Background: an optimization exercise with open tools, aiming at small area. Do not read the settings as production practice.
Only simulation tests tie the RTL to the original design; equivalence was not proved.
Power is estimated from default activity; no workload was simulated.

Design sync_arith_unit_12, start of the top module:
module sync_arith_unit_12 (
    input  logic [31:0] i_arg_A,
    input  logic [31:0] i_arg_B,
    input  logic [1:0]  i_op,
    input  logic        i_clk,
    input  logic        i_reset,
    output logic [31:0] o_result,
    output logic [3:0]  o_status,
    output logic        o_error_konw,
    output logic        o_error_przes,
    output logic        o_error_ust
);
Size in the first run: about 35 flip-flops, ~110 I/O pins.
Settings: LEC_CHECK=0, CAP_MARGIN=10, CORE_MARGIN=2, CORE_UTILIZATION=45, CTS_BUF_LIST=sky130_fd_sc_hd__clkbuf_4, GPL_TIMING_DRIVEN=0, SLEW_MARGIN=10; clock period 15.0 ns.
standard.sh (not shown) runs the stock make flow with config.mk's settings and CLKGATE_MAP_FILE= SYNTH_SCRIPT=/design/flow/synth_recipe.tcl, a recipe that flattens the netlist after the stock synthesis.
==> flow/flow/run.sh <==
#!/bin/bash
# Layout flow: the standard ORFS flow, except that synthesis maps the
# combinational logic with an area-oriented ABC script (flow/area.script),
# and the ports get the smallest buffer.
# Registers, their names and cell types are as in the standard synthesis.
set -euo pipefail
work=$(pwd)
export MY_ABC_SCRIPT=$work/flow/area.script
# the smallest buffer on each port
export BUFFER_PORTS_ARGS="-buffer_cell sky130_fd_sc_hd__buf_1"
# repair_design buffers high-fanout nets: keep it to the smaller buffers
export DONT_USE_CELLS="sky130_fd_sc_hd__buf_6 sky130_fd_sc_hd__buf_8 sky130_fd_sc_hd__buf_12 sky130_fd_sc_hd__buf_16"
# clock tree of small buffers, without dummy loads
export CTS_ARGS="-sink_clustering_enable -repair_clock_nets -dont_use_dummy_load -buf_list sky130_fd_sc_hd__clkbuf_4"
# downsize gates off the critical paths after global routing
export RECOVER_POWER=100
sed "s#$work/synth_recipe.tcl#$work/flow/my_synth.tcl#" standard.sh > own_standard.sh
grep -q "flow/my_synth.tcl" own_standard.sh
# no half/full adder extraction before ABC: it maps the whole logic itself
sed -i "s#CLKGATE_MAP_FILE= #CLKGATE_MAP_FILE= ADDER_MAP_FILE= #" own_standard.sh
grep -q "ADDER_MAP_FILE= " own_standard.sh
bash own_standard.sh finish > orfs_make.log 2>&1
test -f out/final.def
==> flow/flow/area.script <==
strash
&get -n
&st
&dch -f
&nf -R 1000 -p -F 8 -A 4 -a
&put
==> flow/flow/my_synth.tcl <==
proc synth {args} { yosys synth -nofsm -noshare {*}$args }
# map the combinational logic with our own ABC script
proc abc {args} {
  set i [lsearch -exact $args -script]
  if { $i >= 0 } { lset args [expr { $i + 1 }] $::env(MY_ABC_SCRIPT) }
  yosys abc {*}$args
}
source $::env(SCRIPTS_DIR)/synth.tcl
# left out here: clear keep_hierarchy, flatten, clean up, hide names made inside functions, write 1_2_yosys.v
The first run passed the timing, DRC and antenna checks.
==> next run, changes <==
--- a/flow/flow/run.sh
+++ b/flow/flow/run.sh
@@ -10,8 +10,2 @@
 export BUFFER_PORTS_ARGS="-buffer_cell sky130_fd_sc_hd__buf_1"
-# repair_design buffers high-fanout nets: keep it to the smaller buffers
-export DONT_USE_CELLS="sky130_fd_sc_hd__buf_6 sky130_fd_sc_hd__buf_8 sky130_fd_sc_hd__buf_12 sky130_fd_sc_hd__buf_16"
-# clock tree of small buffers, without dummy loads
-export CTS_ARGS="-sink_clustering_enable -repair_clock_nets -dont_use_dummy_load -buf_list sky130_fd_sc_hd__clkbuf_4"
-# downsize gates off the critical paths after global routing
-export RECOVER_POWER=100
 sed "s#$work/synth_recipe.tcl#$work/flow/my_synth.tcl#" standard.sh > own_standard.sh
==> flow/flow/area.script (replaced) <==
strash
&get -n
&st
&deepsyn -T 120
&dch -f
&nf -R 1000 -p -F 8 -A 4 -a
&put
CAP_MARGIN = 20   (was 10)
CORE_UTILIZATION = 50   (was 45)
CTS_BUF_LIST = sky130_fd_sc_hd__clkbuf_4 sky130_fd_sc_hd__clkbuf_8   (was sky130_fd_sc_hd__clkbuf_4)
CTS_CLUSTER_DIAMETER = 200   (was unset)
CTS_CLUSTER_SIZE = 40   (was unset)
SLEW_MARGIN = 20   (was 10)
Utilization grows by 7.8 points; synthesized cell count came out higher by a few percent; worst hold slack gets worse by 310 ps; global-route usage came out higher by 7.5 points; setup slack degrades by 800 ps; count of clock-buffer cells in the layout climbs by 2; wire length increases by about a fifth.
==> next run, changes <==
--- a/flow/flow/run.sh
+++ b/flow/flow/run.sh
@@ -10,2 +10,6 @@
 export BUFFER_PORTS_ARGS="-buffer_cell sky130_fd_sc_hd__buf_1"
+# clock tree of small buffers, without dummy loads
+export CTS_ARGS="-sink_clustering_enable -repair_clock_nets -dont_use_dummy_load -buf_list sky130_fd_sc_hd__clkbuf_4"
+# downsize gates off the critical paths after global routing
+export RECOVER_POWER=100
 sed "s#$work/synth_recipe.tcl#$work/flow/my_synth.tcl#" standard.sh > own_standard.sh
@@ -15,2 +19,8 @@
 grep -q "ADDER_MAP_FILE= " own_standard.sh
+# repair_design buffers high-fanout nets: keep it to the smaller buffers,
+# on top of the platform's own don't-use list
+platform_dont_use=$(make -s -C "$FLOW_HOME" DESIGN_CONFIG="$work/config.mk" WORK_HOME="$work/orfs" print-DONT_USE_CELLS | sed -n 's/^DONT_USE_CELLS: *//p')
+test -n "$platform_dont_use"
+dont_use="$platform_dont_use sky130_fd_sc_hd__buf_6 sky130_fd_sc_hd__buf_8 sky130_fd_sc_hd__buf_12 sky130_fd_sc_hd__buf_16"
+sed -i "s#CLKGATE_MAP_FILE= #CLKGATE_MAP_FILE= 'DONT_USE_CELLS=$dont_use' #" own_standard.sh
 bash own_standard.sh finish > orfs_make.log 2>&1
==> flow/flow/area.script (replaced) <==
strash
&get -n
&st
&dch -f
&nf -R 1000 -p -F 8 -A 4 -a
&put
CAP_MARGIN = 0   (was 20)
CORE_UTILIZATION = 45   (was 50)
CTS_BUF_LIST = sky130_fd_sc_hd__clkbuf_4   (was sky130_fd_sc_hd__clkbuf_4 sky130_fd_sc_hd__clkbuf_8)
CTS_CLUSTER_DIAMETER = unset   (was 200)
CTS_CLUSTER_SIZE = unset   (was 40)
SLEW_MARGIN = 0   (was 20)
With this change the flow completed and failed the layout checks on capacitance limit, slew limit.
Synthesized cell count came out lower by a few percent.
Synthesized area falls by a few percent.
Cell area came out lower by a few percent.
Die area climbs by a little under a tenth.
Power decreases by a few percent.
Clock-buffer cell count is lower by 2.
Wire length falls by roughly a tenth.
==> next run, changes <==
CAP_MARGIN = 10   (was 0)
SLEW_MARGIN = 10   (was 0)
What happened: Now the flow completed without violations. Power barely changes. Cell area rises by about 0.7%. Critical path depth falls by 5. Fmax rises by about 9%. Cell count hardly moves. First-iteration DRC count falls by 3.6%. Die area does not change. Worst setup slack is better by 790 ps. Sequential power hardly moves. Global-route usage falls by 0.45 points. Synthesized cell count is unchanged.
==> next run, changes <==
==> flow/flow/run.sh (replaced) <==
#!/bin/bash
# Layout flow: the standard ORFS flow, except that synthesis maps the
# combinational logic with an area-oriented ABC script (flow/area.script),
# and the ports get the smallest buffer.
# Registers, their names and cell types are as in the standard synthesis.
set -euo pipefail
work=$(pwd)
export MY_ABC_SCRIPT=$work/flow/area.script
# the smallest buffer on each port
export BUFFER_PORTS_ARGS="-buffer_cell sky130_fd_sc_hd__buf_1"
sed "s#$work/synth_recipe.tcl#$work/flow/my_synth.tcl#" standard.sh > own_standard.sh
grep -q "flow/my_synth.tcl" own_standard.sh
# no half/full adder extraction before ABC: it maps the whole logic itself
sed -i "s#CLKGATE_MAP_FILE= #CLKGATE_MAP_FILE= ADDER_MAP_FILE= #" own_standard.sh
grep -q "ADDER_MAP_FILE= " own_standard.sh
bash own_standard.sh finish > orfs_make.log 2>&1
test -f out/final.def
After rerunning: The changed run ran to the end with no violations; final area is higher by about 1.8%; setup slack gains 62 ps; area after synthesis does not change; clock-buffer cell count stays the same; worst hold slack is worse by 230 ps; global-route usage barely changes; die area stays the same.

========
sync_arith_unit_12, a different RTL version from the one above (not shown whole).
For scale: about 510 cells after synthesis, about 35 flip-flops, roughly 110 I/O pins, ~3800 µm² of cells after synthesis.
Settings: LEC_CHECK=0, CAP_MARGIN=10, CORE_MARGIN=2, CORE_UTILIZATION=50, CTS_BUF_LIST=sky130_fd_sc_hd__clkbuf_4, GPL_TIMING_DRIVEN=0, SLEW_MARGIN=10; clock period 15.0 ns.
==> flow/flow/run.sh <==
#!/bin/bash
# Layout flow: the standard ORFS flow, except that synthesis maps the
# combinational logic with an area-oriented ABC script (flow/area.script),
# and the ports get the smallest buffer.
# Registers, their names and cell types are as in the standard synthesis.
set -euo pipefail
work=$(pwd)
export MY_ABC_SCRIPT=$work/flow/area.script
# the smallest buffer on each port
export BUFFER_PORTS_ARGS="-buffer_cell sky130_fd_sc_hd__buf_1"
# clock tree of small buffers, without dummy loads
export CTS_ARGS="-sink_clustering_enable -repair_clock_nets -dont_use_dummy_load -buf_list sky130_fd_sc_hd__clkbuf_4"
# downsize gates off the critical paths after global routing
export RECOVER_POWER=100
sed "s#$work/synth_recipe.tcl#$work/flow/my_synth.tcl#" standard.sh > own_standard.sh
grep -q "flow/my_synth.tcl" own_standard.sh
# no half/full adder extraction before ABC: it maps the whole logic itself
sed -i "s#CLKGATE_MAP_FILE= #CLKGATE_MAP_FILE= ADDER_MAP_FILE= #" own_standard.sh
grep -q "ADDER_MAP_FILE= " own_standard.sh
# repair_design buffers high-fanout nets: keep it to the smaller buffers,
# on top of the platform's own don't-use list
platform_dont_use=$(make -s -C "$FLOW_HOME" DESIGN_CONFIG="$work/config.mk" WORK_HOME="$work/orfs" print-DONT_USE_CELLS | sed -n 's/^DONT_USE_CELLS: *//p')
test -n "$platform_dont_use"
dont_use="$platform_dont_use sky130_fd_sc_hd__buf_6 sky130_fd_sc_hd__buf_8 sky130_fd_sc_hd__buf_12 sky130_fd_sc_hd__buf_16 sky130_fd_sc_hd__bufbuf_8 sky130_fd_sc_hd__bufbuf_16 sky130_fd_sc_hd__clkbuf_8 sky130_fd_sc_hd__clkbuf_16"
sed -i "s#CLKGATE_MAP_FILE= #CLKGATE_MAP_FILE= 'DONT_USE_CELLS=$dont_use' #" own_standard.sh
bash own_standard.sh finish > orfs_make.log 2>&1
test -f out/final.def
==> flow/flow/area.script <==
strash
&get -n
&st
&dch -f
&nf -R 1000 -F 16 -A 8 -a -C 32
&put
Scripts as last shown in full above: flow/flow/my_synth.tcl
Edit:
==> flow/flow/area.script (replaced) <==
strash
&get -n
&st
&dch -f
&nf -R 1000 -p -F 8 -A 4 -a
&put
- CORE_UTILIZATION: 50 -> 60
The changed run finished with timing, DRC and antenna clean. Worst setup slack got worse by 0.43 ns. Sequential share of layout area decreases by 0.12 points. Critical path depth rose by 1. Final area is higher by 0.60%. Routed wire length increases by 4.6%.
Edit:
==> flow/flow/area.script (replaced) <==
strash
&get -n
&st
&dch -f
&nf -R 1000 -F 16 -A 8 -a -C 32
&put
=> The new run produced a clean layout; combinational power hardly moves; count of clock-buffer cells in the layout does not change; setup slack improves by 0.46 ns; power decreases by about 0.6%; non-clock buffer count stays the same; cell area decreases by 1.3%.

## static timing again, ports no longer ideal
The flow's constraints put no driver on any port. The routed layouts listed below were extracted and timed again, unchanged, in two steps. Step 1 assumes that a clkbuf_16 drives the clock port and a buf_2 every other input. Step 2 times the ports against the registers' clock, not the clock port: input delays grow and output delays shrink by t, the midpoint of the rising clock arrivals with the driver on. Slacks: ideal ports / drivers / drivers and shift; pairs: ideal ports / drivers.
| run | t (ns) | setup slack, ns | worst hold slack (ns) | worst setup path at the end |
|---|---|---|---|---|
| the first run of note 1 | 0.340 | 6.526 / 6.529 / 6.189 | 2.964 / 2.958 / 3.298 | input to register |
| the second run of note 1 | 0.307 | 5.727 / 5.706 / 5.706 | 2.651 / 2.644 / 2.951 | input to output |
| the third run of note 1 | 0.334 | 5.737 / 5.740 / 5.406 | 2.535 / 2.532 / 2.866 | input to register |
| the fourth run of note 1 | 0.340 | 6.527 / 6.508 / 6.508 | 2.968 / 2.963 / 3.303 | input to output |
| the fifth run of note 1 | 0.348 | 6.589 / 6.570 / 6.570 | 2.736 / 2.730 / 3.077 | input to output |
| the first run of note 2 | 0.345 | 6.891 / 6.870 / 6.702 | 2.951 / 2.948 / 3.293 | input to register |
| the second run of note 2 | 0.359 | 6.461 / 6.440 / 6.440 | 2.976 / 2.978 / 3.337 | input to output |
| the third run of note 2 | 0.344 | 6.919 / 6.920 / 6.576 | 2.967 / 2.965 / 3.309 | input to register |
The setup slack of the third run of note 2, which loses most, moves by +0.001 ns with the drivers and by -0.343 ns with both steps.
